This design comes from an exercise in tuning for small area, a short achievable clock period and few clock cycles per item on the open sky130 flow, not from production work.
At most, simulation tests tie the RTL to the original design; equivalence was not proved.
The RTL of runs 1 to 3 was laid out without a check of its function.
Power is estimated from default activity; no workload was simulated.

### flow/config.mk
export PLATFORM = sky130hd
export DESIGN_NAME = SHA256
export DESIGN_NICKNAME = SHA256
export VERILOG_FILES = /design/flow/design.v
export SDC_FILE = /design/flow/constraint.sdc
export NUM_CORES = 4
export LEC_CHECK = 0
export CAP_MARGIN = 20
export CORE_MARGIN = 2
export CORE_UTILIZATION = 40
export SLEW_MARGIN = 20
### flow/constraint.sdc
create_clock -name core_clock -period 11.0 [get_ports {clk}]
set_input_delay 2.2000 -clock core_clock [delete_from_list [all_inputs] [get_ports {clk}]]
set_output_delay 2.2000 -clock core_clock [all_outputs]
set_load 0.01 [all_outputs]
### flow/design.v
module SHA256 (
    input wire start, rst, clk, data_valid,
    input wire [7:0] in,
    output wire [255:0] result,
    output wire done
);
    localparam [255:0] H0 = { 32'h6a09e667, 32'hbb67ae85, 32'h3c6ef372, 32'ha54ff53a,
                              32'h510e527f, 32'h9b05688c, 32'h1f83d9ab, 32'h5be0cd19 };
    function [31:0] kconst(input [5:0] i);
        case (i)
            6'd0: kconst = 32'h428a2f98;  6'd1: kconst = 32'h71374491;  6'd2: kconst = 32'hb5c0fbcf;  6'd3: kconst = 32'he9b5dba5;
            6'd4: kconst = 32'h3956c25b;  6'd5: kconst = 32'h59f111f1;  6'd6: kconst = 32'h923f82a4;  6'd7: kconst = 32'hab1c5ed5;
            6'd8: kconst = 32'hd807aa98;  6'd9: kconst = 32'h12835b01;  6'd10: kconst = 32'h243185be; 6'd11: kconst = 32'h550c7dc3;
            6'd12: kconst = 32'h72be5d74; 6'd13: kconst = 32'h80deb1fe; 6'd14: kconst = 32'h9bdc06a7; 6'd15: kconst = 32'hc19bf174;
            6'd16: kconst = 32'he49b69c1; 6'd17: kconst = 32'hefbe4786; 6'd18: kconst = 32'h0fc19dc6; 6'd19: kconst = 32'h240ca1cc;
            6'd20: kconst = 32'h2de92c6f; 6'd21: kconst = 32'h4a7484aa; 6'd22: kconst = 32'h5cb0a9dc; 6'd23: kconst = 32'h76f988da;
            6'd24: kconst = 32'h983e5152; 6'd25: kconst = 32'ha831c66d; 6'd26: kconst = 32'hb00327c8; 6'd27: kconst = 32'hbf597fc7;
            6'd28: kconst = 32'hc6e00bf3; 6'd29: kconst = 32'hd5a79147; 6'd30: kconst = 32'h06ca6351; 6'd31: kconst = 32'h14292967;
            6'd32: kconst = 32'h27b70a85; 6'd33: kconst = 32'h2e1b2138; 6'd34: kconst = 32'h4d2c6dfc; 6'd35: kconst = 32'h53380d13;
            6'd36: kconst = 32'h650a7354; 6'd37: kconst = 32'h766a0abb; 6'd38: kconst = 32'h81c2c92e; 6'd39: kconst = 32'h92722c85;
            6'd40: kconst = 32'ha2bfe8a1; 6'd41: kconst = 32'ha81a664b; 6'd42: kconst = 32'hc24b8b70; 6'd43: kconst = 32'hc76c51a3;
            6'd44: kconst = 32'hd192e819; 6'd45: kconst = 32'hd6990624; 6'd46: kconst = 32'hf40e3585; 6'd47: kconst = 32'h106aa070;
            6'd48: kconst = 32'h19a4c116; 6'd49: kconst = 32'h1e376c08; 6'd50: kconst = 32'h2748774c; 6'd51: kconst = 32'h34b0bcb5;
            6'd52: kconst = 32'h391c0cb3; 6'd53: kconst = 32'h4ed8aa4a; 6'd54: kconst = 32'h5b9cca4f; 6'd55: kconst = 32'h682e6ff3;
            6'd56: kconst = 32'h748f82ee; 6'd57: kconst = 32'h78a5636f; 6'd58: kconst = 32'h84c87814; 6'd59: kconst = 32'h8cc70208;
            6'd60: kconst = 32'h90befffa; 6'd61: kconst = 32'ha4506ceb; 6'd62: kconst = 32'hbef9a3f7; default: kconst = 32'hc67178f2;
        endcase
    endfunction
    function [31:0] bsig0(input [31:0] x);
        bsig0 = {x[1:0], x[31:2]} ^ {x[12:0], x[31:13]} ^ {x[21:0], x[31:22]};
    endfunction
    function [31:0] bsig1(input [31:0] x);
        bsig1 = {x[5:0], x[31:6]} ^ {x[10:0], x[31:11]} ^ {x[24:0], x[31:25]};
    endfunction
    function [31:0] ssig0(input [31:0] x);
        ssig0 = {x[6:0], x[31:7]} ^ {x[17:0], x[31:18]} ^ {3'b000, x[31:3]};
    endfunction
    function [31:0] ssig1(input [31:0] x);
        ssig1 = {x[16:0], x[31:17]} ^ {x[18:0], x[31:19]} ^ {10'b0, x[31:10]};
    endfunction
    reg        run;       
    reg        rx;        
    reg  [6:0] cnt;       
    reg        blk;       
    reg  [5:0] t1;        
    reg        s1stop;    
    reg        lastf;     
    reg        v2, v3;    
    reg  [5:0] k2, k3;    
    reg        finp;      
    reg        done_r;
    wire idle    = ~run;
    wire go      = idle & start;
    wire ended   = ~rx;
    wire two     = cnt >= 7'd56;              
    wire s1_ok   = ~s1stop | (finp & ~lastf);
    wire avail   = t1[5] | t1[4] | blk | ended | (cnt[6:2] > {1'b0, t1[3:0]});
    wire s1go    = run & s1_ok & avail;
    always @(posedge clk) begin
        if (rst) begin
            run <= 1'b0; rx <= 1'b0; v2 <= 1'b0; v3 <= 1'b0; finp <= 1'b0; done_r <= 1'b0;
            s1stop <= 1'b0;
        end else begin
            v2     <= s1go;
            v3     <= v2;
            finp   <= v3 & (k3 == 6'd63);
            done_r <= finp & lastf;
            if (go) begin
                run <= 1'b1; rx <= 1'b1; s1stop <= 1'b0;
            end else begin
                if (done_r) run <= 1'b0;
                if (rx & ~data_valid) rx <= 1'b0;
                if (s1go & (t1 == 6'd63)) s1stop <= 1'b1;
                else if (finp & ~lastf) s1stop <= 1'b0;
            end
        end
    end
    always @(posedge clk) begin
        k2 <= t1;
        k3 <= k2;
        if (go) begin
            cnt <= 7'd0; blk <= 1'b0; t1 <= 6'd0;
        end else begin
            if (rx & data_valid) cnt <= cnt + 7'd1;
            if (s1go) begin
                t1 <= t1 + 6'd1;
                if (t1 == 6'd63) begin
                    lastf <= blk | ~two;
                    if (~blk & two) blk <= 1'b1;
                end
            end
        end
    end
    reg [7:0] dl [0:50];
    integer i;
    always @(posedge clk) begin
        dl[0] <= in;
        for (i = 1; i <= 50; i = i + 1) dl[i] <= dl[i-1];
    end
    reg [7:0] r0, r1, r2, r3;
    always @(*) begin
        if (blk) begin
            case (t1[3:0])
                4'd0:  begin r0 = dl[50]; r1 = dl[49]; r2 = dl[48]; r3 = dl[47]; end
                4'd1:  begin r0 = dl[47]; r1 = dl[46]; r2 = dl[45]; r3 = dl[44]; end
                4'd2:  begin r0 = dl[44]; r1 = dl[43]; r2 = dl[42]; r3 = dl[41]; end
                4'd3:  begin r0 = dl[41]; r1 = dl[40]; r2 = dl[39]; r3 = dl[38]; end
                4'd4:  begin r0 = dl[38]; r1 = dl[37]; r2 = dl[36]; r3 = dl[35]; end
                4'd5:  begin r0 = dl[35]; r1 = dl[34]; r2 = dl[33]; r3 = dl[32]; end
                4'd6:  begin r0 = dl[32]; r1 = dl[31]; r2 = dl[30]; r3 = dl[29]; end
                4'd7:  begin r0 = dl[29]; r1 = dl[28]; r2 = dl[27]; r3 = dl[26]; end
                4'd8:  begin r0 = dl[26]; r1 = dl[25]; r2 = dl[24]; r3 = dl[23]; end
                4'd9:  begin r0 = dl[23]; r1 = dl[22]; r2 = dl[21]; r3 = dl[20]; end
                4'd10: begin r0 = dl[20]; r1 = dl[19]; r2 = dl[18]; r3 = dl[17]; end
                4'd11: begin r0 = dl[17]; r1 = dl[16]; r2 = dl[15]; r3 = dl[14]; end
                4'd12: begin r0 = dl[14]; r1 = dl[13]; r2 = dl[12]; r3 = dl[11]; end
                default: begin r0 = dl[11]; r1 = dl[10]; r2 = dl[9]; r3 = dl[8]; end
            endcase
        end else begin
            r0 = ~ended ? dl[3] : (cnt[1:0] == 2'd1) ? dl[1] : (cnt[1:0] == 2'd2) ? dl[2] : dl[3];
            r1 = (ended & (cnt[1:0] == 2'd2)) ? dl[1] : dl[2];
            r2 = dl[1];
            r3 = dl[0];
        end
    end
    wire [6:0] pos0 = {blk, t1[3:0], 2'd0};
    function [7:0] padb(input [7:0] d, input [6:0] pos, input [6:0] n);
        padb = (pos < n) ? d : (pos == n) ? 8'h80 : 8'h00;
    endfunction
    wire [31:0] mword = (t1[3:0] == 4'd15 && (blk | ~two)) ? {22'd0, cnt, 3'd0} :
                        { padb(r0, pos0, cnt), padb(r1, pos0 | 7'd1, cnt),
                          padb(r2, pos0 | 7'd2, cnt), padb(r3, pos0 | 7'd3, cnt) };
    reg [31:0] w [0:15];
    wire [31:0] wsched = ssig1(w[14]) + w[9] + ssig0(w[1]) + w[0];
    wire [31:0] wnew = (t1[5] | t1[4]) ? wsched : mword;
    always @(posedge clk) begin
        if (s1go) begin
            for (i = 0; i < 15; i = i + 1) w[i] <= w[i+1];
            w[15] <= wnew;
        end
    end
    reg [31:0] a, b, c, d, e, f, g, h;
    reg [31:0] P, Q;
    reg [255:0] H;
    wire [31:0] hsel = v3 ? g : h;
    wire [31:0] dsel = v3 ? c : d;
    wire [31:0] kw = kconst(k2) + w[15];
    always @(posedge clk) begin
        P <= hsel + kw;
        Q <= hsel + dsel + kw;
    end
    wire [31:0] ch  = (e & f) ^ (~e & g);
    wire [31:0] mj  = (a & b) | (c & (a | b));
    wire [31:0] t1s = bsig1(e) + ch;
    wire [31:0] an  = P + t1s + bsig0(a) + mj;
    wire [31:0] en  = Q + t1s;
    wire [255:0] fsum = { H[255:224] + a, H[223:192] + b, H[191:160] + c, H[159:128] + d,
                          H[127:96]  + e, H[95:64]    + f, H[63:32]    + g, H[31:0]    + h };
    always @(posedge clk) begin
        if (go) begin
            {a, b, c, d, e, f, g, h} <= H0;
            H <= H0;
        end else if (v3) begin
            a <= an; b <= a; c <= b; d <= c;
            e <= en; f <= e; g <= f; h <= g;
        end else if (finp) begin
            {a, b, c, d, e, f, g, h} <= fsum;
            if (~lastf) H <= fsum;
        end
    end
    assign result = {a, b, c, d, e, f, g, h};
    assign done = done_r;
endmodule
### flow/run.sh
#!/bin/bash
# synth_recipe.tcl (not shown) runs the flow's synth.tcl, then flattens the netlist and writes it again
# the make line also repeats each setting of config.mk as NAME=value (left out here)
make -C /OpenROAD-flow-scripts/flow DESIGN_CONFIG=/design/flow/config.mk WORK_HOME=/design/flow/orfs CLKGATE_MAP_FILE= SYNTH_SCRIPT=/design/flow/synth_recipe.tcl finish
==> flow_summary.json, run 1 <==
{
  "grt_max_degree": 199,
  "hpwl_um": 205000,
  "start_util_pct": 40.4,
  "total_power_uw": 28200,
  "core_area_um2": 200000,
  "ctsRootBufferMaster": "clkbuf_16",
  "r2r-end": "a[30]",
  "power.internal_uw": 16000,
  "clk_path_buf_depth": 3,
  "worstSetupEndpointType": "flop",
  "ant_nets": 0,
  "ys_async_sr_fraction_pct": 0,
  "worstSetupPathType": "flop to flop",
  "wl_per_cell_um": 25.3,
  "synth_edf_count": 513,
  "layout-drive-gt1-share_pct": 5.74,
  "grt_overflow": 0,
  "endpoint": "a[30]",
  "status": "complete, no violations",
  "finClkSkew_ns": 0.0392,
  "setup_tns_ns": 0,
  "dpl-instance-area_um2": 86300,
  "dieArea_um2": 206000,
  "pwr-share-clk_pct": 20.6,
  "min_period_ns": 7.91,
  "path_clk_slew_ns": 0.06,
  "reg2reg_from": "e[0]",
  "num-nets-final": 9002,
  "synthCells": 8204,
  "htreeDepth": 4,
  "hold_ws_ns": 0.323,
  "grt_setup_unrepaired": "no",
  "cts_tree": "done",
  "power_frac_comb_pct": 54.0,
  "slew_headroom_pct": 18.7,
  "synth_seq_cells": 1562,
  "cts_inserted_buffers": 170,
  "swShare_pct": 43.4,
  "clk_latency_ns": 0.86,
  "fmax_mhz": 126,
  "rows": 164,
  "post_cts_resize_count": 0,
  "gp_congestion": 0.956,
  "num-fill-cells": 18830,
  "grt.total_usage_pct": 26.7,
  "area_growth_pct": 13.8,
  "drc": 0,
  "drt_iter0_markers": 6955,
  "layout_common_cells": "dfxtp_1 (1042), nand2_1 (785), a21oi_1 (782), nor2_1 (527), xnor2_1 (520)",
  "tightest_slew_ns": 1.21,
  "p_leak_uw": 0.0361,
  "cp-startpoint": "e[0]",
  "rr_worst_depth": 25,
  "maxSlewViolCount": 0,
  "holdCritPathClass": "flop to flop",
  "post-route-period-util_pct": 71.9,
  "finalSetupViolations": 0,
  "arrival_ns": 8.69,
  "vias": 64057,
  "critical_path.max_fanout": 8,
  "p_per_area_nw_per_um2": 307,
  "ys.flop_type": "dfxtp_1",
  "io_pins": 269,
  "grt_pass1_wl_um": 411000,
  "grt_pass1_vias": 60632,
  "layout_commonest_cell": "dfxtp_1",
  "cts.hold.buffers_added": 0,
  "crit_path_start_kind": "flop",
  "ir_worst_vdd_v": 0.000345,
  "wirelength_um": 281000,
  "seq_area_frac_synth_pct": 45.0,
  "final_cells": 11124,
  "cts_sinks": 1562,
  "seqPwrFrac_pct": 25.4,
  "ff2ff_setup_slack_ns": 3.09,
  "dieHeight_um": 454,
  "syn_area_um2": 80800,
  "crit_required_ns": 11.78,
  "antenna_found_initial": 11,
  "synth_cell_types": 90,
  "io_buffers": 268,
  "syn-num-nets": 8872,
  "post_cts_buffers": 0,
  "avgSynthCellArea_um2": 9.85,
  "dp.cells": 10816,
  "p_sw_uw": 12300,
  "drt_pre_antenna_iters": 6,
  "die_x_um": 454,
  "yosys_warnings": 3,
  "drv_cap": 0,
  "final_hold_viol_count": 0,
  "vias_per_cell": 5.76,
  "fin_area_um2": 92000
}
## worst min path at each step
stage                  start        to  slack, ns  cells after the start
floorplan           dl[4][0]  dl[5][0]       0.31                      0
global placement    dl[4][2]  dl[5][2]       0.31                      0
detailed placement  dl[4][6]  dl[5][6]       0.31                      0
CTS                 dl[6][4]  dl[7][4]       0.33                      0
global route           k2[3]     k3[3]       0.33                      0
finish              dl[6][4]  dl[7][4]       0.32                      0
## area by class of cell
cell class                 instances  area [um^2]  share of cell area, %
multi-input combinational       5894        41700                   45.4
sequential                      1562        36400                   39.6
clock buffer                     234         4780                   5.19
timing repair buffer             374         3560                   3.87
tap                             2656         3320                   3.61
inverter                         332         1250                   1.36
clock inverter                    70          898                  0.977
antenna                            2         5.00                0.00544
## kinds of logic (layout without fill, tap and decap cells)
kind of cell / count (synthesis) / after routing / share of synthesized area, %
DFF: 1562 / 1562 / 45.0
muxes: 233 / 233 / 2.97
buffers and inverters: 748 / 1010 / 3.48
other: 0 / 2 / 0
AOI/OAI and AO/OA: 2319 / 2319 / 18.2
and+or+nand+nor: 1968 / 1968 / 10.8
xor gates and xnor gates: 690 / 690 / 7.48
adders and majority gates: 684 / 684 / 12.0
## cell usage after synthesis (57+ instances only)
cell type	count	area share, %
dfxtp_1	1049	26
nand2_1	786	3.7
a21oi_1	783	4.8
nor2_1	539	2.5
xnor2_1	520	5.6
edfxtp_1	513	19
ha_1	495	7.7
o21ai_0	432	2.7
clkbuf_1	356	1.7
inv_1	328	1.5
a21o_1	226	2.1
mux2i_1	189	2.3
xor2_1	170	1.8
fa_1	161	4.0
nand3_1	161	1.0
o211ai_1	148	1.4
a211oi_1	110	1.0
a22oi_1	109	1.0
nor3_1	85	0.53
nor2b_1	76	0.59
nand2b_1	68	0.53
nand4_1	67	0.52
o21bai_1	62	0.58
a31oi_1	59	0.46
buf_1	57	0.26
## layer usage
metal  up-vias  part of all wire [%]  wire length, um  GRT usage (%)
met1     31228                    45           127000           38.3
met3       451                   7.6            21300           4.47
met2      2689                    43           121000           39.9
met4         8                   4.1            11700           10.6
li1      29681                     -                -              -
met5         -                 0.020               55              0
## power groups by stage
stage	Clock [uW]	Sequential, uW	Combinational (uW)
after CTS	5930	7160	14900
after global placement	0	7270	14800
after global routing	6150	7190	16700
after detailed placement	0	7280	14800
final	5820	7160	15300
after floorplan	0	7010	10700
## critical path, stage by stage (launching register included)
cell	delay [ns]
dfxtp_1	0.54
mux2_2	0.41
ha_1	0.25
fa_1	0.47
a21oi_1	0.23
o2111ai_1	0.24
o2111a_1	0.37
or2_2	0.33
a21o_1	0.18
a21oi_1	0.16
xnor2_1	0.34
fa_1	0.55
fa_1	0.45
ha_1	0.35
a21o_1	0.18
a21o_1	0.19
a21o_1	0.16
a221oi_1	0.58
o211ai_1	0.22
a31oi_1	0.30
nor2_1	0.08
a2111oi_0	0.71
nor2b_1	0.14
nor2_1	0.15
a211oi_1	0.06
a211oi_1	0.19
## through the flow
| step | setup WS, ns | utilization [%] |
|---|---|---|
| after global routing | 2.73 | 45.9 |
| after global placement | 3.20 | 43.1 |
| after CTS | 3.26 | 45.9 |
| after floorplan | -0.790 | - |
| after detailed placement | 3.27 | 43.1 |
| final | 3.09 | 45.9 |
## sequential cells by signal, summed over array words and instances, names as in the netlist, 7 cells and up
signal / cells
w: 512
b: 32
H: 256
dl: 408
cnt: 7
Q: 32
h: 32
a: 32
c: 32
d: 32
kconst$func$/design/flow/design.v:147$5478.$result: 32
f: 32
e: 32
P: 32
g: 32
==> run 2: changes to the inputs <==
--- a/flow/design.v
+++ b/flow/design.v
@@ -40,2 +40,5 @@
     endfunction
+    function [63:0] csa(input [31:0] x, input [31:0] y, input [31:0] z);
+        csa = { ((x & y) | (z & (x | y))) << 1, x ^ y ^ z };
+    endfunction
     reg        run;       
@@ -51,2 +54,3 @@
     reg        done_r;
+    reg        go_d;      
     wire idle    = ~run;
@@ -60,5 +64,6 @@
         if (rst) begin
-            run <= 1'b0; rx <= 1'b0; v2 <= 1'b0; v3 <= 1'b0; finp <= 1'b0; done_r <= 1'b0;
+            run <= 1'b0; rx <= 1'b0; go_d <= 1'b0; v2 <= 1'b0; v3 <= 1'b0; finp <= 1'b0; done_r <= 1'b0;
             s1stop <= 1'b0;
         end else begin
+            go_d   <= go;
             v2     <= s1go;
@@ -133,3 +138,5 @@
     reg [31:0] w [0:15];
-    wire [31:0] wsched = ssig1(w[14]) + w[9] + ssig0(w[1]) + w[0];
+    wire [63:0] ws1 = csa(ssig1(w[14]), w[9], ssig0(w[1]));
+    wire [63:0] ws2 = csa(ws1[31:0], ws1[63:32], w[0]);
+    wire [31:0] wsched = ws2[31:0] + ws2[63:32];
     wire [31:0] wnew = (t1[5] | t1[4]) ? wsched : mword;
@@ -143,9 +150,11 @@
     reg [31:0] P, Q;
-    reg [255:0] H;
+    reg [31:0] ha [0:3];
+    reg [31:0] he [0:3];
     wire [31:0] hsel = v3 ? g : h;
     wire [31:0] dsel = v3 ? c : d;
-    wire [31:0] kw = kconst(k2) + w[15];
+    wire [63:0] pk = csa(hsel, kconst(k2), w[15]);
+    wire [63:0] qk = csa(pk[31:0], pk[63:32], dsel);
     always @(posedge clk) begin
-        P <= hsel + kw;
-        Q <= hsel + dsel + kw;
+        P <= pk[31:0] + pk[63:32];
+        Q <= qk[31:0] + qk[63:32];
     end
@@ -153,20 +162,32 @@
     wire [31:0] mj  = (a & b) | (c & (a | b));
-    wire [31:0] t1s = bsig1(e) + ch;
-    wire [31:0] an  = P + t1s + bsig0(a) + mj;
-    wire [31:0] en  = Q + t1s;
-    wire [255:0] fsum = { H[255:224] + a, H[223:192] + b, H[191:160] + c, H[159:128] + d,
-                          H[127:96]  + e, H[95:64]    + f, H[63:32]    + g, H[31:0]    + h };
+    wire [31:0] s1e = bsig1(e);
+    wire [63:0] a1  = csa(P, ch, mj);
+    wire [63:0] a2  = csa(a1[31:0], a1[63:32], s1e);
+    wire [63:0] a3  = csa(a2[31:0], a2[63:32], bsig0(a));
+    wire [31:0] an  = a3[31:0] + a3[63:32];
+    wire [63:0] e1  = csa(Q, ch, s1e);
+    wire [31:0] en  = e1[31:0] + e1[63:32];
+    wire hstep = (v3 & (k3[5:2] == 4'd15) & (k3[1:0] != 2'd0)) | finp;
+    wire [31:0] suma = a + ha[3];
+    wire [31:0] sume = e + he[3];
     always @(posedge clk) begin
-        if (go) begin
-            {a, b, c, d, e, f, g, h} <= H0;
-            H <= H0;
-        end else if (v3) begin
+        if (go_d) begin
+            {ha[0], ha[1], ha[2], ha[3], he[0], he[1], he[2], he[3]} <= H0;
+        end else if (hstep) begin
+            ha[0] <= suma; ha[1] <= ha[0]; ha[2] <= ha[1]; ha[3] <= ha[2];
+            he[0] <= sume; he[1] <= he[0]; he[2] <= he[1]; he[3] <= he[2];
+        end
+    end
+    always @(posedge clk) begin
+        if (v3) begin
             a <= an; b <= a; c <= b; d <= c;
             e <= en; f <= e; g <= f; h <= g;
+        end else if (go_d) begin
+            {a, b, c, d, e, f, g, h} <= H0;
         end else if (finp) begin
-            {a, b, c, d, e, f, g, h} <= fsum;
-            if (~lastf) H <= fsum;
+            a <= suma; b <= ha[0]; c <= ha[1]; d <= ha[2];
+            e <= sume; f <= he[0]; g <= he[1]; h <= he[2];
         end
     end
-    assign result = {a, b, c, d, e, f, g, h};
+    assign result = {ha[0], ha[1], ha[2], ha[3], he[0], he[1], he[2], he[3]};
     assign done = done_r;
==> run 2 against run 1 <==
Net effect:
- still clean
- area after synthesis is 10% lower
- setup slack improved by 2.1 ns
- power is 6.8% lower
- routed wire length down 13%
- global-route usage shrank 0.64 points
- sequential power rose by 2%
- critical path type unchanged
- largest power group unchanged
==> flow_summary.json, run 2 <==
{
  "grt_pass1_vias": 50396,
  "io_pins": 269,
  "final_hold_viol_count": 0,
  "die_x_um": 430,
  "post_cts_buffers": 0,
  "holdCritPathClass": "flop to flop",
  "htreeDepth": 4,
  "num-nets-final": 7366,
  "path_clk_slew_ns": 0.07,
  "seqPwrFrac_pct": 27.7,
  "synth_seq_cells": 1563,
  "gr-usage-met1_pct": 37.5,
  "tightest_slew_ns": 1.34,
  "min_period_ns": 5.85,
  "wl_per_cell_um": 26.2,
  "largest_reg_flops": 512,
  "p_leak_uw": 0.0321,
  "ctsRootBufferMaster": "clkbuf_16",
  "layout-drive-gt1-share_pct": 6.17,
  "pwr-share-clk_pct": 22.5,
  "total_power_uw": 26300,
  "clk_latency_ns": 0.83,
  "post-route-period-util_pct": 53.2,
  "seq_area_frac_synth_pct": 53.7,
  "fin_ws_ns": 5.15,
  "finClkSkew_ns": 0.0454,
  "cts.hold.buffers_added": 0,
  "maxSlewViolCount": 0,
  "grt.total_usage_pct": 26.1,
  "antenna_found_initial": 12,
  "avgSynthCellArea_um2": 10.8,
  "cts_tree": "done",
  "synth_top_area_share_pct": 31.8,
  "power.internal_uw": 15300,
  "cts_inserted_buffers": 169,
  "ys.flop_type": "dfxtp_1",
  "synth_cell_types": 92,
  "ys_async_sr_fraction_pct": 0,
  "yosys-top-cells-count": "nand2_1 (911), dfxtp_1 (794), edfxtp_1 (769)",
  "synthTopCellsByArea": "edfxtp_1 (32%), dfxtp_1 (22%), fa_1 (6.9%), nand2_1 (4.7%), ha_1 (4.3%)",
  "worstSetupEndpointType": "flop",
  "syn-num-nets": 7233,
  "ir_worst_vdd_v": 0.000367,
  "slew_headroom_pct": 10.4,
  "vias": 52904,
  "largest-register": "w",
  "layout_common_cells": "nand2_1 (910), dfxtp_1 (786), edfxtp_1 (769), o21ai_0 (456), inv_1 (437)",
  "rows": 156,
  "swShare_pct": 41.8,
  "grt_overflow": 0,
  "clk_path_buf_depth": 3,
  "drt_iter0_markers": 6716,
  "crit_required_ns": 11.53,
  "reg_top3": "w (512), dl (408)",
  "gp_congestion": 1.02,
  "syn_area_um2": 72600,
  "whs_path_depth": 0,
  "yosys_warnings": 5,
  "vias_per_cell": 5.64,
  "grt_max_degree": 191,
  "yosys.area.top_type": "edfxtp_1",
  "rr_worst_depth": 19,
  "synth_edf_count": 769,
  "dieHeight_um": 430,
  "grtUsageMet3_pct": 4.39,
  "synthCells": 6723,
  "arrival_ns": 6.38,
  "place_ws_ns": 5.20,
  "dieArea_um2": 185000,
  "ant_nets": 0,
  "grtUsageMet2_pct": 38.9,
  "drv_cap": 0,
  "status": "complete, no violations",
  "layout_commonest_cell": "nand2_1",
  "finalSetupViolations": 0,
  "cts_sinks": 1563,
  "core_area_um2": 181000,
  "fmax_mhz": 171,
  "io_buffers": 268,
  "crit_path_start_kind": "flop",
  "p_sw_uw": 11000,
  "grt_setup_unrepaired": "no",
  "hpwl_um": 182000,
  "drc": 0,
  "p_per_area_nw_per_um2": 315,
  "top_usage_layer": "met2",
  "start_util_pct": 40.2,
  "area_growth_pct": 14.9,
  "yosysMostFrequentCell": "nand2_1",
  "post_cts_resize_count": 0,
  "power_frac_comb_pct": 49.9,
  "drt_pre_antenna_iters": 7,
  "grt_pass1_wl_um": 355000,
  "wirelength_um": 246000,
  "critical_path.max_fanout": 7,
  "worstSetupPathType": "flop to flop"
}
==> run 2: metal layers <==
metal | vias to the layer above | share of wire (%)
met1 | 26094 | 44
met4 | 6 | 4.5
met3 | 437 | 8.0
li1 | 23869 | -
met5 | - | 0.016
met2 | 2498 | 43
==> run 2: kinds of logic (layout without fill, tap and decap cells) <==
kind of cell               count (synthesis)  after routing  synth area share (%)
and+or+nand+nor                         1713           1713                  10.2
AOI/OAI and AO/OA                       1588           1588                  13.8
DFF                                     1563           1563                  53.7
buffers and inverters                    808           1086                  4.18
adders and majority gates                514            514                  11.4
xor gates and xnor gates                 458            458                  5.52
muxes                                     79             79                  1.20
other                                      0              6                     0
==> run 2: cell type report <==
class                      instances  area, um^2
clock inverter                    81        1030
inverter                         441        1670
tap                             2370        2970
timing repair buffer             329        3200
sequential                      1563       39000
fill                           16526       97100
antenna                            6        15.0
clock buffer                     235        4820
multi-input combinational       4352       30700
==> run 2: power groups by stage <==
stage / clock network, uW / logic [uW] / registers [uW]
finish: 5910 / 13100 / 7280
global route: 6240 / 14400 / 7310
CTS: 6020 / 12900 / 7280
detailed placement: 0 / 12800 / 7390
global placement: 0 / 12800 / 7390
floorplan: 0 / 9280 / 7130
==> run 2: worst paths after layout <==
path	start	end	slack [ns]
setup / recovery	a[8]	a[30]	5.15
hold / removal	dl[5][0]	dl[6][0]	0.32
setup reg to reg	a[8]	a[30]	5.15
hold reg to reg	dl[5][0]	dl[6][0]	0.32
==> run 2: stage by stage <==
step                TNS (ns)  std cells  util (%)  instance area, um^2  hold WS, ns
floorplan              -3.48       6723         -                72800        0.310
global placement           0       9055      43.0                77600        0.312
detailed placement         0       9055      43.0                77600        0.312
CTS                        0       9371      46.2                83400        0.325
global route               0       9373      46.2                83400        0.332
finish                     0       9377      46.2                83400        0.322
==> run 2: critical path, stage by stage (launching register included) <==
cell      delay, ns
edfxtp_1       0.72
a21o_1         0.18
o21ai_0        0.18
fa_1           0.57
inv_1          0.05
fa_1           0.50
inv_1          0.05
fa_1           0.47
inv_1          0.05
ha_1           0.34
o21ai_0        0.22
o21bai_1       0.14
a31oi_1        0.48
o21bai_1       0.21
a2111o_1       0.50
a311oi_2       0.35
o21ai_0        0.13
o21ai_0        0.11
xor2_1         0.19
a22oi_1        0.10
==> run 3: changes to the inputs <==
--- a/flow/config.mk
+++ b/flow/config.mk
@@ -10,2 +10,3 @@
 export CORE_UTILIZATION = 40
+export SETUP_SLACK_MARGIN = 5
 export SLEW_MARGIN = 20
==> run 3 against run 2 <==
Net effect:
- still clean
- clock skew shrank 0.0093 ns
- first-iteration DRC count shrank 5.1%
- register-to-register slack gained 0.18 ns
- non-clock buffer count grew 8
- sequential cell count is the same
- synthesized cell count is the same
- combinational power is essentially flat
- hold slack is essentially flat
- clock-buffer cell count shrank 14
- via count shrank 0.11%
- cell count is essentially flat
- critical path type unchanged
==> flow_summary.json, run 3 <==
{
  "synth_top_area_share_pct": 31.8,
  "synth_edf_count": 769,
  "core_area_um2": 181000,
  "die_x_um": 430,
  "rr_worst_depth": 18,
  "fin_util_pct": 46.3,
  "whs_endpoint": "dl[5][5]",
  "slew_headroom_pct": 24.3,
  "finalSetupViolations": 0,
  "min_period_ns": 5.68,
  "io_pins": 269,
  "grt_max_degree": 174,
  "dpl-instance-area_um2": 77600,
  "grt_overflow": 0,
  "grt_setup_unrepaired": "no",
  "min_from": "dl[4][5]",
  "synthTopCellsByArea": "edfxtp_1 (32%), dfxtp_1 (22%), fa_1 (6.9%), nand2_1 (4.7%), ha_1 (4.3%)",
  "yosys_warnings": 5,
  "slowest_delay_ns": 0.57,
  "seq_area_frac_synth_pct": 53.7,
  "layout-drive-gt1-share_pct": 6.46,
  "clk_latency_ns": 0.85,
  "gp_congestion": 0.996,
  "power_frac_comb_pct": 49.8,
  "p_sw_uw": 11000,
  "dieHeight_um": 430,
  "post-route-period-util_pct": 51.6,
  "final_hold_viol_count": 0,
  "grt.total_usage_pct": 25.8,
  "htreeDepth": 4,
  "r2r-end": "a[31]",
  "yosys-top-cells-count": "nand2_1 (911), dfxtp_1 (794), edfxtp_1 (769)",
  "holdCritPathClass": "flop to flop",
  "critical_path.max_fanout": 7,
  "crit_required_ns": 11.58,
  "status": "complete, no violations",
  "wirelength_um": 243000,
  "worstSetupPathType": "flop to flop",
  "area_growth_pct": 15.1,
  "reg2reg_from": "a[1]",
  "cts_sinks": 1563,
  "avgSynthCellArea_um2": 10.8,
  "vias": 52846,
  "syn-num-nets": 7233,
  "cts_inserted_buffers": 169,
  "dieArea_um2": 185000,
  "layout_common_cells": "nand2_1 (910), dfxtp_1 (787), edfxtp_1 (769), o21ai_0 (454), inv_1 (437)",
  "cp_common_cell": "fa_1",
  "drt_pre_antenna_iters": 6,
  "hpwl_um": 180000,
  "synth_cell_types": 92,
  "cp_slowest_cell": "edfxtp_1",
  "seqPwrFrac_pct": 27.6,
  "reg_top3": "w (512), dl (408)",
  "ys.flop_type": "dfxtp_1",
  "path_clk_slew_ns": 0.06,
  "p_per_area_nw_per_um2": 315,
  "num-nets-final": 7374,
  "synth_seq_cells": 1563,
  "hold_ws_ns": 0.322,
  "largest-register": "w",
  "arrival_ns": 6.26,
  "power.internal_uw": 15400,
  "swShare_pct": 41.7,
  "cts_tree": "done",
  "crit_path_start_kind": "flop",
  "ys_async_sr_fraction_pct": 0,
  "grt_pass1_wl_um": 351000,
  "drt_iter0_markers": 6372,
  "rows": 156,
  "fin_area_um2": 83600,
  "wl_per_cell_um": 25.9,
  "fmax_mhz": 176,
  "pwr-share-clk_pct": 22.6,
  "maxSlewViolCount": 0,
  "drv_cap": 0,
  "syn_area_um2": 72600,
  "clk_path_buf_depth": 3,
  "ir_worst_vdd_v": 0.000313,
  "grt_pass1_vias": 50201,
  "vias_per_cell": 5.63,
  "io_buffers": 268,
  "largest_reg_flops": 512,
  "yosys.area.top_type": "edfxtp_1",
  "synthCells": 6723,
  "yosysMostFrequentCell": "nand2_1",
  "crit_chain": "o21ai_0, fa_1, fa_1, fa_1, inv_1, ha_1, inv_1, fa_1, nor2b_1, o31a_1, o211ai_1, o211ai_1, o2bb2ai_1, o41a_1, a21o_1, o41a_1, xnor2_1, a21o_1",
  "ctsRootBufferMaster": "clkbuf_16",
  "layout_commonest_cell": "nand2_1",
  "whs_path_depth": 0,
  "start_util_pct": 40.2,
  "worstSetupEndpointType": "flop",
  "antenna_found_initial": 8,
  "ant_nets": 0,
  "finClkSkew_ns": 0.0361,
  "p_leak_uw": 0.0322,
  "ff2ff_setup_slack_ns": 5.32,
  "drc": 0,
  "tightest_slew_ns": 1.12
}
run 3: cell counts after synthesis:
No cell type changed its count.
run 3: layout make-up:
type | instances | area [um^2]
antenna | 5 | 12.5
clock buffer | 221 | 4740
fill | 16686 | 97000
inverter | 441 | 1670
multi-input combinational | 4352 | 30700
timing repair buffer | 337 | 3270
tap | 2370 | 2970
clock inverter | 96 | 1180
sequential | 1563 | 39000
run 3: critical path, delay by kind of cell, from the launching register on:
family / cells / cell delay (ns)
compound gates: 9 / 2.57
xor+xnor: 1 / 0.13
fa+ha+maj: 5 / 1.94
buf+inv: 2 / 0.12
flops: 1 / 0.57
simple gates: 1 / 0.07
run 3: power by group through the flow:
stage          clock (uW)  sequential [uW]  combinational [uW]
4_1_cts              6060             7270               12900
5_1_grt              6300             7310               14400
6_report             5950             7270               13100
3_3_place_gp            0             7380               12800
3_5_place_dp            0             7390               12800
2_1_floorplan           0             7120                9280
run 3: layer usage:
| layer | track usage (%) | part of all wire (%) | up-vias | wire (um) |
|---|---|---|---|---|
| met1 | 36.9 | 44 | 26292 | 106000 |
| met3 | 4.56 | 7.9 | 394 | 19200 |
| met5 | 0 | 0.016 | - | 38 |
| met2 | 38.7 | 44 | 2267 | 107000 |
| met4 | 10.1 | 4.2 | 6 | 10200 |
| li1 | - | - | 23887 | - |
run 3: how the worst max path moves through the flow:
stage	endpoint	cells past startpoint	slack, ns	startpoint
after floorplan	t1[5]	13	-0.79	t1[2]
after global placement	a[28]	19	5.16	a[2]
after detailed placement	a[30]	19	5.14	a[2]
after CTS	a[30]	19	5.11	a[2]
after global routing	a[30]	19	5.07	a[2]
final	a[31]	18	5.32	a[1]
run 3: metrics by stage:
step	std cells	worst slack (ns)	total power, uW	TNS, ns
after global routing	9381	5.07	28000	0
final	9385	5.32	26300	0
after floorplan	6723	-0.789	16400	-3.48
after CTS	9379	5.11	26200	0
after detailed placement	9062	5.14	20200	0
after global placement	9062	5.16	20200	0
run 3: kinds of logic after synthesis:
family / share of synthesized area, %
muxes: 1.20
AOI/OAI and AO/OA: 13.8
xor gates and xnor gates: 5.52
DFF: 53.7
adders and majority gates: 11.4
and+or+nand+nor: 10.2
buffers and inverters: 4.18
run 3: repair_timing:
item                                    in CTS  in global routing
hold buffers                                 0                  0
buffers inserted                             0                  0
resized for setup                            0                  2
endpoints found under the setup margin       0                  2
endpoints found under the hold margin        0                  0
==> run 4: changes to the inputs <==
--- a/flow/design.v
+++ b/flow/design.v
@@ -8,22 +8,20 @@
                               32'h510e527f, 32'h9b05688c, 32'h1f83d9ab, 32'h5be0cd19 };
-    function [31:0] kconst(input [5:0] i);
-        case (i)
-            6'd0: kconst = 32'h428a2f98;  6'd1: kconst = 32'h71374491;  6'd2: kconst = 32'hb5c0fbcf;  6'd3: kconst = 32'he9b5dba5;
-            6'd4: kconst = 32'h3956c25b;  6'd5: kconst = 32'h59f111f1;  6'd6: kconst = 32'h923f82a4;  6'd7: kconst = 32'hab1c5ed5;
-            6'd8: kconst = 32'hd807aa98;  6'd9: kconst = 32'h12835b01;  6'd10: kconst = 32'h243185be; 6'd11: kconst = 32'h550c7dc3;
-            6'd12: kconst = 32'h72be5d74; 6'd13: kconst = 32'h80deb1fe; 6'd14: kconst = 32'h9bdc06a7; 6'd15: kconst = 32'hc19bf174;
-            6'd16: kconst = 32'he49b69c1; 6'd17: kconst = 32'hefbe4786; 6'd18: kconst = 32'h0fc19dc6; 6'd19: kconst = 32'h240ca1cc;
-            6'd20: kconst = 32'h2de92c6f; 6'd21: kconst = 32'h4a7484aa; 6'd22: kconst = 32'h5cb0a9dc; 6'd23: kconst = 32'h76f988da;
-            6'd24: kconst = 32'h983e5152; 6'd25: kconst = 32'ha831c66d; 6'd26: kconst = 32'hb00327c8; 6'd27: kconst = 32'hbf597fc7;
-            6'd28: kconst = 32'hc6e00bf3; 6'd29: kconst = 32'hd5a79147; 6'd30: kconst = 32'h06ca6351; 6'd31: kconst = 32'h14292967;
-            6'd32: kconst = 32'h27b70a85; 6'd33: kconst = 32'h2e1b2138; 6'd34: kconst = 32'h4d2c6dfc; 6'd35: kconst = 32'h53380d13;
-            6'd36: kconst = 32'h650a7354; 6'd37: kconst = 32'h766a0abb; 6'd38: kconst = 32'h81c2c92e; 6'd39: kconst = 32'h92722c85;
-            6'd40: kconst = 32'ha2bfe8a1; 6'd41: kconst = 32'ha81a664b; 6'd42: kconst = 32'hc24b8b70; 6'd43: kconst = 32'hc76c51a3;
-            6'd44: kconst = 32'hd192e819; 6'd45: kconst = 32'hd6990624; 6'd46: kconst = 32'hf40e3585; 6'd47: kconst = 32'h106aa070;
-            6'd48: kconst = 32'h19a4c116; 6'd49: kconst = 32'h1e376c08; 6'd50: kconst = 32'h2748774c; 6'd51: kconst = 32'h34b0bcb5;
-            6'd52: kconst = 32'h391c0cb3; 6'd53: kconst = 32'h4ed8aa4a; 6'd54: kconst = 32'h5b9cca4f; 6'd55: kconst = 32'h682e6ff3;
-            6'd56: kconst = 32'h748f82ee; 6'd57: kconst = 32'h78a5636f; 6'd58: kconst = 32'h84c87814; 6'd59: kconst = 32'h8cc70208;
-            6'd60: kconst = 32'h90befffa; 6'd61: kconst = 32'ha4506ceb; 6'd62: kconst = 32'hbef9a3f7; default: kconst = 32'hc67178f2;
-        endcase
-    endfunction
+    localparam [2047:0] KT = {
+        32'hc67178f2, 32'hbef9a3f7, 32'ha4506ceb, 32'h90befffa,
+        32'h8cc70208, 32'h84c87814, 32'h78a5636f, 32'h748f82ee,
+        32'h682e6ff3, 32'h5b9cca4f, 32'h4ed8aa4a, 32'h391c0cb3,
+        32'h34b0bcb5, 32'h2748774c, 32'h1e376c08, 32'h19a4c116,
+        32'h106aa070, 32'hf40e3585, 32'hd6990624, 32'hd192e819,
+        32'hc76c51a3, 32'hc24b8b70, 32'ha81a664b, 32'ha2bfe8a1,
+        32'h92722c85, 32'h81c2c92e, 32'h766a0abb, 32'h650a7354,
+        32'h53380d13, 32'h4d2c6dfc, 32'h2e1b2138, 32'h27b70a85,
+        32'h14292967, 32'h06ca6351, 32'hd5a79147, 32'hc6e00bf3,
+        32'hbf597fc7, 32'hb00327c8, 32'ha831c66d, 32'h983e5152,
+        32'h76f988da, 32'h5cb0a9dc, 32'h4a7484aa, 32'h2de92c6f,
+        32'h240ca1cc, 32'h0fc19dc6, 32'hefbe4786, 32'he49b69c1,
+        32'hc19bf174, 32'h9bdc06a7, 32'h80deb1fe, 32'h72be5d74,
+        32'h550c7dc3, 32'h243185be, 32'h12835b01, 32'hd807aa98,
+        32'hab1c5ed5, 32'h923f82a4, 32'h59f111f1, 32'h3956c25b,
+        32'he9b5dba5, 32'hb5c0fbcf, 32'h71374491, 32'h428a2f98
+    };
     function [31:0] bsig0(input [31:0] x);
@@ -52,2 +50,3 @@
     reg  [5:0] k2, k3;    
+    reg [31:0] kreg;      
     reg        finp;      
@@ -84,2 +83,3 @@
         k2 <= t1;
+        kreg <= KT[{t1, 5'd0} +: 32];
         k3 <= k2;
@@ -149,3 +149,3 @@
     reg [31:0] a, b, c, d, e, f, g, h;
-    reg [31:0] P, Q;
+    reg [31:0] P;
     reg [31:0] ha [0:3];
@@ -153,9 +153,4 @@
     wire [31:0] hsel = v3 ? g : h;
-    wire [31:0] dsel = v3 ? c : d;
-    wire [63:0] pk = csa(hsel, kconst(k2), w[15]);
-    wire [63:0] qk = csa(pk[31:0], pk[63:32], dsel);
-    always @(posedge clk) begin
-        P <= pk[31:0] + pk[63:32];
-        Q <= qk[31:0] + qk[63:32];
-    end
+    wire [63:0] pk = csa(hsel, kreg, w[15]);
+    always @(posedge clk) P <= pk[31:0] + pk[63:32];
     wire [31:0] ch  = (e & f) ^ (~e & g);
@@ -167,4 +162,5 @@
     wire [31:0] an  = a3[31:0] + a3[63:32];
-    wire [63:0] e1  = csa(Q, ch, s1e);
-    wire [31:0] en  = e1[31:0] + e1[63:32];
+    wire [63:0] e1  = csa(P, ch, d);
+    wire [63:0] e2  = csa(e1[31:0], e1[63:32], s1e);
+    wire [31:0] en  = e2[31:0] + e2[63:32];
     wire hstep = (v3 & (k3[5:2] == 4'd15) & (k3[1:0] != 2'd0)) | finp;
--- a/flow/config.mk
+++ b/flow/config.mk
@@ -9,3 +9,5 @@
 export CORE_MARGIN = 2
-export CORE_UTILIZATION = 40
+export CORE_UTILIZATION = 55
+export CTS_CLUSTER_DIAMETER = 60
+export CTS_CLUSTER_SIZE = 25
 export SETUP_SLACK_MARGIN = 5
==> run 4 against run 3 <==
Net effect:
- still clean on timing, DRC and antenna
- power decreased by 1.1%
- combinational power up 8%
- design area down 5.2%
- critical path type unchanged
==> flow_summary.json, run 4 <==
{
  "status": "complete, no violations",
  "num-nets-final": 7090,
  "seq_area_frac_synth_pct": 54.2,
  "dieHeight_um": 363,
  "synth_top_family_by_area": "compound AO/OA/AOI/OAI gates",
  "synth_cell_types": 91,
  "ant_nets": 0,
  "fmax_mhz": 173,
  "path_clk_slew_ns": 0.09,
  "syn_area_um2": 70700,
  "hpwl_um": 166000,
  "grt_pass1_wl_um": 326000,
  "drc": 0,
  "holdCritPathClass": "flop to flop",
  "ctsRootBufferMaster": "clkbuf_16",
  "htreeDepth": 3,
  "synth_top_area_share_pct": 32.6,
  "avgSynthCellArea_um2": 10.8,
  "layout_common_cells": "nand2_1 (926), edfxtp_1 (769), dfxtp_1 (753), inv_1 (462), o21ai_0 (399)",
  "post-route-period-util_pct": 52.4,
  "synth_fa_ha_area_share_pct": 11.1,
  "synthTopCellsByArea": "edfxtp_1 (33%), dfxtp_1 (22%), fa_1 (7.1%), nand2_1 (4.9%), ha_1 (3.8%)",
  "crit_path_start_kind": "flop",
  "fin_area_um2": 79200,
  "die_x_um": 363,
  "rr_worst_depth": 18,
  "hold_ws_ns": 0.327,
  "layout_commonest_cell": "nand2_1",
  "finClkSkew_ns": 0.0424,
  "layout-drive-gt1-share_pct": 5.69,
  "synth_seq_cells": 1531,
  "grt_pass1_vias": 47682,
  "clk_path_buf_depth": 3,
  "multi_input_comb_area_um2": 29400,
  "p_leak_uw": 0.0308,
  "yosys.area.top_type": "edfxtp_1",
  "dr_wl_met3_um": 22600,
  "arrival_ns": 6.24,
  "ir_worst_vdd_v": 0.000455,
  "ys.flop_type": "edfxtp_1",
  "synth-simple-area-share_pct": 10.2,
  "top_layer_used": "met5",
  "m1WireLength_um": 98900,
  "final_hold_viol_count": 0,
  "gp_congestion": 1.01,
  "setup_tns_ns": 0,
  "grt.total_usage_pct": 33.9,
  "synthCells": 6531,
  "wl_per_cell_um": 26.9,
  "worstSetupEndpointType": "flop",
  "grt_overflow": 0,
  "vias_per_cell": 6.10,
  "seq_area_um2": 38400,
  "area_growth_pct": 12.0,
  "largest-register": "w",
  "yosysMostFrequentCell": "nand2_1",
  "drt_iter0_markers": 6673,
  "num-fill-cells": 10404,
  "yosys_warnings": 5,
  "start_util_pct": 55.4,
  "cts_tree": "done",
  "yosys-top-cells-count": "nand2_1 (927), edfxtp_1 (769), dfxtp_1 (762)",
  "ys_async_sr_fraction_pct": 0,
  "cts.hold.buffers_added": 0,
  "dpl-instance-area_um2": 74700,
  "synth_xor_xnor_area_share_pct": 5.29,
  "drv_cap": 0,
  "antenna_found_initial": 12,
  "cts_inserted_buffers": 118,
  "tightest_slew_ns": 1.19,
  "reg_top3": "w (512), dl (408)",
  "muxShareOfSynthArea_pct": 1.32,
  "maxSlewViolCount": 0,
  "critical_path.max_fanout": 6,
  "synth_edf_count": 769,
  "whs_path_depth": 0,
  "min_period_ns": 5.77,
  "clk_latency_ns": 0.78,
  "synth_compound_area_share_pct": 13.5,
  "total_power_uw": 26100,
  "fin_ws_ns": 5.23,
  "p_per_area_nw_per_um2": 329,
  "cts_sinks": 1531,
  "rows": 131,
  "vias": 51087,
  "grt_max_degree": 204,
  "largest_reg_flops": 512,
  "crit_required_ns": 11.47,
  "slew_headroom_pct": 20.1,
  "core_area_um2": 128000,
  "worstSetupPathType": "flop to flop",
  "place_ws_ns": 5.16,
  "dieArea_um2": 132000,
  "wirelength_um": 225000,
  "finalSetupViolations": 0,
  "grt_setup_unrepaired": "no",
  "io_buffers": 268,
  "drt_pre_antenna_iters": 7,
  "syn-num-nets": 7008,
  "io_pins": 269,
  "wl_met2_um": 95900
}
[run 4: final cells by class]
class | instances | area share [%]
sequential | 1531 | 48.4
multi-input combinational | 4160 | 37.1
timing repair buffer | 332 | 4.07
clock buffer | 128 | 3.92
tap | 1662 | 2.62
inverter | 470 | 2.24
clock inverter | 91 | 1.63
antenna | 3 | 0.00947
[run 4: through the flow]
| step | cells | util [%] |
|---|---|---|
| final | 8377 | 62.1 |
| after CTS | 8367 | 62.0 |
| after detailed placement | 8148 | 58.5 |
| after floorplan | 6531 | - |
| after global routing | 8374 | 62.1 |
| after global placement | 8147 | 58.5 |
[run 4: kinds of logic after synthesis]
| logic type | Yosys count |
|---|---|
| AOI/OAI and AO/OA | 1498 |
| and+or+nand+nor | 1677 |
| adders and majority gates | 480 |
| xor gates and xnor gates | 427 |
| buffers and inverters | 840 |
| DFF | 1531 |
| muxes | 78 |
[run 4: per-layer routing]
layer | track usage, % | up-vias
li1 | - | 22947
met1 | 50.3 | 25201
met2 | 49.2 | 2516
met3 | 7.88 | 409
met4 | 10.2 | 14
met5 | 0 | -
[run 4: power by group]
group | internal, uW | switching [uW]
registers | 6560 | 514
logic | 5290 | 8930
clock network | 2310 | 2450
total | 14200 | 11900
[run 4: what timing repair did]
item                                    4_1_cts  5_1_grt
endpoints found under the setup margin        0        3
setup buffers                                 0        5
resized for setup                             0        6
[run 4: final timing paths]
kind         startpoint  endpoint  slack (ns)
min reg2reg       k2[1]     k3[1]        0.33
min               k2[1]     k3[1]        0.33
max reg2reg       e[10]     a[30]        5.23
max               e[10]     a[30]        5.23
[run 4: critical path, stage by stage, from the launching register on]
cell,delay (ns)
edfxtp_1,0.55
mux2i_1,0.54
inv_1,0.12
fa_1,0.41
fa_1,0.55
inv_1,0.05
fa_1,0.47
inv_1,0.04
ha_1,0.37
a21oi_1,0.19
o21a_1,0.20
nor4b_2,0.36
o21ai_1,0.26
o311a_1,0.38
nor2_1,0.25
o21ai_1,0.12
a221oi_1,0.35
xor2_1,0.19
a211oi_1,0.09
Testbench counts of run 4, summed over its fixed seeds: cycles 46,059, messages 320.
==> run 5: changes to the inputs <==
==> flow/flow/run.sh (new file) <==
#!/bin/bash
set -euo pipefail
bash standard.sh SETUP_SLACK_MARGIN=7 finish > orfs_flow.log 2>&1
==> flow/standard.sh (new file) <==
#!/bin/bash
# synth_recipe.tcl (not shown) runs the flow's synth.tcl, then flattens the netlist and writes it again
# the make line also repeats each setting of config.mk as NAME=value (left out here)
make -C /OpenROAD-flow-scripts/flow DESIGN_CONFIG=/design/flow/config.mk WORK_HOME=/design/flow/orfs CLKGATE_MAP_FILE= SYNTH_SCRIPT=/design/flow/synth_recipe.tcl "${@:-finish}"
--- a/flow/config.mk
+++ b/flow/config.mk
@@ -7,2 +7,3 @@
 export LEC_CHECK = 0
+export ABC_AREA = 1
 export CAP_MARGIN = 20
removed: flow/run.sh
==> run 5 against run 4 <==
Net effect:
- first-iteration DRC count is 27% higher
- die area increased by 5.1%
- setup slack better by 1.5 ns
- largest power group unchanged
==> flow_summary.json, run 5 <==
{
  "status": "complete, no violations",
  "tightest_slew_ns": 1.18,
  "crit_path_start_kind": "flop",
  "total_power_uw": 31200,
  "avgSynthCellArea_um2": 9.11,
  "synth_seq_cells": 1531,
  "grt_overflow": 0,
  "critical_path.max_fanout": 3,
  "min_period_ns": 4.24,
  "drt_iter0_markers": 8496,
  "fmax_mhz": 236,
  "cts_tree": "done",
  "clk_path_buf_depth": 3,
  "grt_pass1_wl_um": 392000,
  "layout_commonest_cell": "nand2_1",
  "worstSetupPathType": "flop to flop",
  "path_clk_slew_ns": 0.09,
  "area_growth_pct": 18.0,
  "synth_edf_count": 769,
  "finClkSkew_ns": 0.0751,
  "synthTopCellsByArea": "edfxtp_1 (31%), dfxtp_1 (21%), nand2_1 (9.7%), fa_1 (6.7%), inv_1 (5.4%)",
  "cts_inserted_buffers": 104,
  "ys_async_sr_fraction_pct": 0,
  "maxSlewViolCount": 0,
  "holdCritPathClass": "flop to flop",
  "fin_ws_ns": 6.76,
  "cts.hold.buffers_added": 0,
  "path_buf_inv": 4,
  "cts_sinks": 1531,
  "yosysMostFrequentCell": "nand2_1",
  "io_buffers": 268,
  "ctsRootBufferMaster": "clkbuf_16",
  "grt_max_degree": 184,
  "wirelength_um": 281000,
  "crit_chain": "inv_1, o21ai_0, o21ai_2, fa_1, inv_1, fa_1, fa_1, ha_1, inv_1, o21bai_1, a21oi_1, nand2_1, a21oi_1, nand2_1, inv_1, nand2_1, nand3_1, nand2_1",
  "setup_tns_ns": 0,
  "post-route-period-util_pct": 38.6,
  "synth_top_area_share_pct": 31.1,
  "io_pins": 269,
  "core_area_um2": 134000,
  "die_x_um": 372,
  "crit_required_ns": 11.54,
  "rows": 134,
  "yosys.area.top_type": "edfxtp_1",
  "wl_per_cell_um": 26.9,
  "start_util_pct": 55.6,
  "drc": 0,
  "dieArea_um2": 138000,
  "slew_headroom_pct": 20.5,
  "gp_congestion": 1.01,
  "vias_per_cell": 5.97,
  "fin_area_um2": 87800,
  "cp_slowest_cell": "fa_1",
  "fin_util_pct": 65.6,
  "hpwl_um": 202000,
  "p_per_area_nw_per_um2": 355,
  "crit_family": "adder cells",
  "antenna_found_initial": 13,
  "synth_cell_types": 60,
  "place_ws_ns": 6.10,
  "layout-drive-gt1-share_pct": 13.8,
  "ys.flop_type": "edfxtp_1",
  "p_leak_uw": 0.0383,
  "largest-register": "w",
  "yosys-top-cells-count": "nand2_1 (1912), inv_1 (1074), edfxtp_1 (769)",
  "vias": 62218,
  "slowest_delay_ns": 0.60,
  "num-nets-final": 9050,
  "clk_latency_ns": 0.81,
  "syn_area_um2": 74400,
  "ant_nets": 0,
  "layout_common_cells": "nand2_1 (1830), inv_1 (1039), edfxtp_1 (769), nor2_1 (641), dfxtp_1 (617)",
  "worstSetupEndpointType": "flop",
  "grt_pass1_vias": 57769,
  "drt_pre_antenna_iters": 9,
  "arrival_ns": 4.78,
  "largest_reg_flops": 512,
  "grt.total_usage_pct": 39.0,
  "dpl-instance-area_um2": 78700,
  "ir_worst_vdd_v": 0.000476,
  "yosys_warnings": 5,
  "synthCells": 8167,
  "seq_area_frac_synth_pct": 51.6,
  "drv_cap": 0,
  "dieHeight_um": 372,
  "finalSetupViolations": 0,
  "htreeDepth": 3,
  "syn-num-nets": 8644,
  "reg_top3": "w (512), dl (408)",
  "grt_setup_unrepaired": "yes",
  "final_hold_viol_count": 0
}
==> run 5: cell count changes after synthesis, moves of 90 or more <==
cell / delta
nor2_1: +412
clkbuf_1: -143
a21o_1: -90
inv_1: +611
o21ai_0: +141
xnor2_1: -160
nand2_1: +985
nand3_1: +246
a22oi_1: -130
==> run 5: cells by family (layout without fill, tap and decap cells) <==
group	after synthesis	after routing	share of synthesized area, %
adder cells (fa/ha/maj)	479	479	10.5
XOR/XNOR	316	316	3.72
buffers and inverters	1361	1854	7.02
flip-flops	1531	1531	51.6
AND/OR/NAND/NOR	3298	3298	18.2
other	0	1	0
AO/OA/AOI/OAI	1181	1181	8.95
multiplexers	1	1	0.0135
==> run 5: per-layer routing <==
layer | vias to the layer above | GRT usage (%) | part of all wire [%]
met5 | - | 0 | 0.040
met4 | 16 | 15.7 | 5.4
met3 | 768 | 8.58 | 12
met2 | 3968 | 58.6 | 44
met1 | 30032 | 54.9 | 39
li1 | 27434 | - | -
==> run 5: what timing repair did <==
action | CTS | global route
endpoints found under the setup margin | 516 | 235
buffers inserted | 149 | 96
pin swaps | 75 | 145
gates resized for setup | 523 | 479
==> run 5: worst paths after layout <==
check | depth (start not counted) | slack [ns] | endpoint | start
hold reg to reg | 0 | 0.33 | dl[5][3] | dl[4][3]
hold / removal | 0 | 0.33 | dl[5][3] | dl[4][3]
setup / recovery | 18 | 6.76 | a[31] | a[29]
setup reg to reg | 18 | 6.76 | a[31] | a[29]
==> run 5: per-stage QoR <==
stage	std cells	hold slack, ns
2_1_floorplan	8167	0.310
3_3_place_gp	9990	0.310
3_5_place_dp	9990	0.313
4_1_cts	10332	0.323
5_1_grt	10428	0.332
6_report	10429	0.328
==> run 5: report_power, final <==
part           switching [uW]  leakage (uW)  total (uW)  internal, uW
sequential                435        0.0134        6960          6530
combinational           12500        0.0231       19800          7310
clock                    2360       0.00185        4390          2030
==> run 5: layout make-up <==
| cell class | count | area (um^2) |
|---|---|---|
| clock inverters | 76 | 1120 |
| diodes | 1 | 2.50 |
| flip-flops and latches | 1531 | 38600 |
| repair buffers | 573 | 5150 |
| multi-input cells | 5275 | 33800 |
| fillers | 10677 | 46000 |
| inverters | 1088 | 4160 |
| well taps | 1768 | 2210 |
| clock buffers | 117 | 2680 |
==> run 5: worst reg2reg max path, delay by kind of cell, from the launching register on <==
| family | cells | cell delay (ns) |
|---|---|---|
| AOI/OAI and AO/OA | 5 | 0.64 |
| adders and majority gates | 4 | 2.04 |
| buffers and inverters | 4 | 0.38 |
| DFF | 1 | 0.57 |
| and+or+nand+nor | 5 | 0.40 |

## re-timing with driven ports
How much do the figures lean on ideal ports? The routed layouts below were timed once more, with nothing changed but the port constraints.
Step 1 sets driving cells, clkbuf_16 on the clock port and buf_2 on the other inputs (assumed; they add their load-dependent delay and slew).
Step 2, shift: input delay + t, output delay - t, t = (earliest + latest rising clock arrival at the registers) / 2. This alone moves slack from input paths to output paths.
a / b / c = ideal / step 1 / step 2; a / b = the first two.
| run | shift t [ns] | setup WS [ns] | worst setup path at the end |
|---|---|---|---|
| run 1 | 0.921 | 3.088 / 3.088 / 3.088 | register to register |
| run 2 | 0.903 | 5.148 / 5.148 / 5.148 | register to register |
| run 3 | 0.916 | 5.324 / 5.324 / 5.324 | register to register |
| run 4 | 0.847 | 5.234 / 5.234 / 5.234 | register to register |
| run 5 | 0.859 | 6.759 / 6.759 / 6.759 | register to register |
After both steps setup and hold are still met in every run listed.
